Background: an optimization exercise with open tools, aiming at small area, a short achievable clock period and few clock cycles. Do not read the settings as production practice.
No activity file was given, so power comes from the tool's default toggle rates.

## run 1
==> flow/design.v (excerpt) <==
module SME(clk,reset,chardata,isstring,ispattern,valid,match,match_index);
For scale: roughly 2000 cells after synthesis, roughly 410 flip-flops, roughly 19 I/O pins, about 0.022 mm^2 of cells after synthesis.
==> module SME, before the edit <==
module SME(clk,reset,chardata,isstring,ispattern,valid,match,match_index);
input clk;
input reset;
input [7:0] chardata;
input isstring;
input ispattern;
output match;
output [4:0] match_index;
output valid;
integer i;
reg [7:0] S [0:31];      
reg [7:0] pst [2:7];     
reg [4:0] off;           
reg [4:0] wp;            
reg       str_ff;        
reg       pat_ff;        
reg [3:0] jcnt;          
reg       rep;           
reg       rend;          
reg       valid_r;
reg       caret;         
reg       stopped;       
reg [31:0] c;            
reg [31:0] M;            
reg [4:0] nb;            
reg [4:0] d;             
reg [7:0] rb;            
reg       match_r;
reg [4:0] idx_r;
assign valid = valid_r;
assign match = match_r;
assign match_index = idx_r;
function [6:0] pe32;
    input [31:0] v;
    input [31:0] pb;
    reg [31:0] a, p;
    reg [4:0] ix [0:31];
    integer n, k;
    begin
        a = v; p = pb;
        for (k = 0; k < 32; k = k + 1) ix[k] = 5'd0;
        for (n = 0; n < 5; n = n + 1) begin
            for (k = 0; k < 32; k = k + 1) begin
                if (k % (2 << n) == 0) begin
                    if (!a[k]) begin
                        ix[k] = ix[k + (1 << n)];
                        p[k] = p[k + (1 << n)];
                    end
                    ix[k][n] = ~a[k];
                    a[k] = a[k] | a[k + (1 << n)];
                end
            end
        end
        pe32 = {a[0], p[0], ix[0]};
    end
endfunction
function [4:0] add5;
    input [4:0] a, b;
    reg cy;
    integer n;
    begin
        cy = 1'b0;
        for (n = 0; n < 5; n = n + 1) begin
            add5[n] = cy ? ~(a[n] ^ b[n]) : (a[n] ^ b[n]);
            cy = (a[n] ^ b[n]) ? cy : a[n];
        end
    end
endfunction
function [31:0] thermo;
    input [4:0] a;
    reg on;
    integer n;
    begin
        on = 1'b0;
        for (n = 0; n < 32; n = n + 1) begin
            on = on | (a == n);
            thermo[n] = on;
        end
    end
endfunction
wire       pv   = ispattern | rep;
reg  [7:0] rnext;                
always @(*) begin
    case (jcnt[2:0])
        3'd1: rnext = pst[2];
        3'd2: rnext = pst[3];
        3'd3: rnext = pst[4];
        3'd4: rnext = pst[5];
        3'd5: rnext = pst[6];
        3'd6: rnext = pst[7];
        default: rnext = 8'h00;
    endcase
end
wire [7:0] src   = rep ? rb : chardata;
wire       first = (jcnt == 4'd0);
wire       isC   = (src == 8'h5E);
wire       zero  = (src == 8'h00);
wire       stopc = zero & (~caret | (jcnt != 4'd1));
wire       cmpn  = ~stopped & ~stopc;       
reg [31:0] eq;
always @(*) begin
    for (i = 0; i < 32; i = i + 1) eq[i] = (S[i] == src);
end
wire [31:0] x = (first ? 32'hFFFFFFFF : c) & eq;
wire term   = pat_ff & ~ispattern;
wire repgo  = term & caret & (jcnt == 4'd1);
wire endc   = (term & ~repgo) | rend;
wire noterm = ~caret & ~stopped & jcnt[3];
wire [31:0] pr = c & {c[0], c[31:1]};
wire [6:0] pa = pe32(c & M, pr & M);
wire [6:0] pc = pe32(c, pr);
wire [4:0] ks  = pa[6] ? pa[4:0] : pc[4:0];    
wire [4:0] idx = add5(ks, nb);
wire       nxt = pa[6] ? pa[5] : pc[5];
wire found = pc[6] & ~noterm;
wire [4:0] offn = add5(ks, d);         
wire [31:0] T0 = thermo(off);                           
wire [31:0] T1 = T0[30] ? {T0[30:0], 1'b0} : 32'hFFFFFFFF;  
wire [4:0] slot = str_ff ? wp : off;
always @(posedge clk or posedge reset) begin
    if (reset) begin
        for (i = 0; i < 32; i = i + 1) S[i] <= 8'h00;
    end else if (isstring) begin
        for (i = 0; i < 32; i = i + 1) if (slot == i) S[i] <= chardata;
    end
end
always @(posedge clk or posedge reset) begin
    if (reset) begin
        for (i = 2; i < 8; i = i + 1) pst[i] <= 8'hFF;
    end else begin
        for (i = 2; i < 8; i = i + 1)
            if ((ispattern | term) && jcnt == i) pst[i] <= ispattern ? chardata : 8'h00;
    end
end
always @(posedge clk or posedge reset) begin
    if (reset) begin
        off <= 5'd0;
        wp <= 5'd0;
        str_ff <= 1'b0;
        pat_ff <= 1'b0;
        jcnt <= 4'd0;
        rep <= 1'b0;
        rend <= 1'b0;
        valid_r <= 1'b0;
    end else begin
        str_ff <= isstring;
        pat_ff <= ispattern;
        if (endc & found) off <= offn;
        wp <= slot + 5'd1;
        if (pv) jcnt <= jcnt + 4'd1;
        else if (repgo) jcnt <= 4'd1;
        else jcnt <= 4'd0;
        rep <= repgo | (rep & (jcnt != 4'd7));
        rend <= rep & (jcnt == 4'd7);
        valid_r <= endc;
    end
end
always @(posedge clk) begin
    if (pv) begin
        if (first) begin
            caret <= isC;
            stopped <= 1'b0;
            c <= isC ? 32'hFFFFFFFF : {x[30:0], x[31]};
            M <= isC ? T0 : T1;
            nb <= isC ? 5'd2 - off : 5'd1 - off;
            d <= isC ? 5'd1 : 5'd0;
        end else begin
            if (stopc) stopped <= 1'b1;
            if (cmpn) begin
                c <= {x[30:0], x[31]};
                M <= M[30] ? {M[30:0], 1'b0} : 32'hFFFFFFFF;
                nb <= nb - 5'd1;
                d <= d - 5'd1;
            end
        end
    end
    rb <= rep ? rnext : 8'h00;
    if (endc) begin
        match_r <= found & nxt;
        idx_r <= found ? idx : 5'd1;
    end
end
endmodule
==> flow/config.mk <==
export PLATFORM = sky130hd
export DESIGN_NAME = SME
export DESIGN_NICKNAME = SME
export VERILOG_FILES = /design/flow/design.v
export SDC_FILE = /design/flow/constraint.sdc
export NUM_CORES = 4
export LEC_CHECK = 0
export CAP_MARGIN = 20
export CORE_MARGIN = 2
export CORE_UTILIZATION = 40
export SETUP_SLACK_MARGIN = 3.5
export SLEW_MARGIN = 20
==> flow/constraint.sdc <==
create_clock -name core_clock -period 6.0 [get_ports {clk}]
set_input_delay 1.2000 -clock core_clock [delete_from_list [all_inputs] [get_ports {clk}]]
set_output_delay 1.2000 -clock core_clock [all_outputs]
set_load 0.01 [all_outputs]
run.sh (not shown) runs the stock make flow with config.mk's settings and CLKGATE_MAP_FILE= SYNTH_SCRIPT=/design/flow/synth_recipe.tcl, a recipe that flattens the netlist after the stock synthesis.
diff inputs: run 1 => run 2
--- a/flow/design.v
+++ b/flow/design.v
@@ -68,13 +68,14 @@
 endfunction
 function [31:0] thermo;
     input [4:0] a;
-    reg on;
-    integer n;
+    reg le;
+    integer n, k;
     begin
-        on = 1'b0;
-        for (n = 0; n < 32; n = n + 1) begin
-            on = on | (a == n);
-            thermo[n] = on;
+        for (k = 0; k < 32; k = k + 1) begin
+            le = 1'b1;                       
+            for (n = 0; n < 5; n = n + 1)
+                le = (a[n] == k[n]) ? le : k[n];
+            thermo[k] = le;
         end
     end
 endfunction
@@ -93,8 +94,8 @@
 end
 wire [7:0] src   = rep ? rb : chardata;
 wire       first = (jcnt == 4'd0);
-wire       isC   = (src == 8'h5E);
-wire       zero  = (src == 8'h00);
+wire       isC   = rep ? (rb == 8'h5E) : (chardata == 8'h5E);
+wire       zero  = rep ? (rb == 8'h00) : (chardata == 8'h00);
 wire       stopc = zero & (~caret | (jcnt != 4'd1));
 wire       cmpn  = ~stopped & ~stopc;       
 reg [31:0] eq;
@@ -160,24 +161,30 @@
         if (first) begin
             caret <= isC;
             stopped <= 1'b0;
+        end else if (stopc) stopped <= 1'b1;
+    end
+    rb <= rep ? rnext : 8'h00;
+    match_r <= found & nxt;
+    idx_r <= found ? idx : 5'd1;
+end
+always @(posedge clk or posedge reset) begin
+    if (reset) begin
+        c <= 32'd0;
+        M <= 32'd0;
+        nb <= 5'd0;
+        d <= 5'd0;
+    end else if (pv) begin
+        if (first) begin
             c <= isC ? 32'hFFFFFFFF : {x[30:0], x[31]};
             M <= isC ? T0 : T1;
             nb <= isC ? 5'd2 - off : 5'd1 - off;
             d <= isC ? 5'd1 : 5'd0;
-        end else begin
-            if (stopc) stopped <= 1'b1;
-            if (cmpn) begin
-                c <= {x[30:0], x[31]};
-                M <= M[30] ? {M[30:0], 1'b0} : 32'hFFFFFFFF;
-                nb <= nb - 5'd1;
-                d <= d - 5'd1;
-            end
+        end else if (cmpn) begin
+            c <= {x[30:0], x[31]};
+            M <= M[30] ? {M[30:0], 1'b0} : 32'hFFFFFFFF;
+            nb <= nb - 5'd1;
+            d <= d - 5'd1;
         end
-    end
-    rb <= rep ? rnext : 8'h00;
-    if (endc) begin
-        match_r <= found & nxt;
-        idx_r <= found ? idx : 5'd1;
     end
 end
 endmodule
Notes after the runs:
- In run 2, the total power draw came out 4.5% below the value in run 1.
- The largest incremental delay on the critical path of run 2 and that of run 1 are within noise of each other.
- Run 2 vs. run 1: clock power share went up by 1.4 points.
- Relative to run 1, the routed wire length measured on run 2 has decreased by a few percent.
- Looking at number of instances in the synthesized netlist, run 2 sits 3.5% higher than run 1 does.
- Looking at required time reported for the critical path endpoint across run 1 and run 2, the one that comes out higher is run 2.
- Diff run 1 -> run 2: number of vias per cell went down by about 1.2%, share of synthesized flip-flops with an asynchronous set or reset rose by 18 points, core utilization of the finished layout has remained practically unchanged.
No functional check of the RTL was part of any run of this note.

## what the ideal ports hide
How much do the figures lean on ideal ports? The routed layouts below were timed once more, with nothing changed but the port constraints. Step 1: set_driving_cell puts a clkbuf_16 on clk and a buf_2 on each other input, an assumption about the parent block. Step 2 times the ports against the registers' clock, not the clock port: input delays grow and output delays shrink by t, the midpoint of the rising clock arrivals with the driver on. Three values: no drivers, after step 1, after step 2; two values: the first two.
run	t (ns)	slack for setup (ns)	hold slack, ns	latest minus earliest clock arrival (ns)	cell pins on the clock port's net
run 1	0.634	2.438 / 2.438 / 2.438	0.479 / 0.479 / 0.479	0.024 / 0.024	1
run 2	0.649	2.462 / 2.462 / 2.462	0.477 / 0.477 / 0.477	0.024 / 0.024	1
After both steps setup and hold are still met in every run listed.
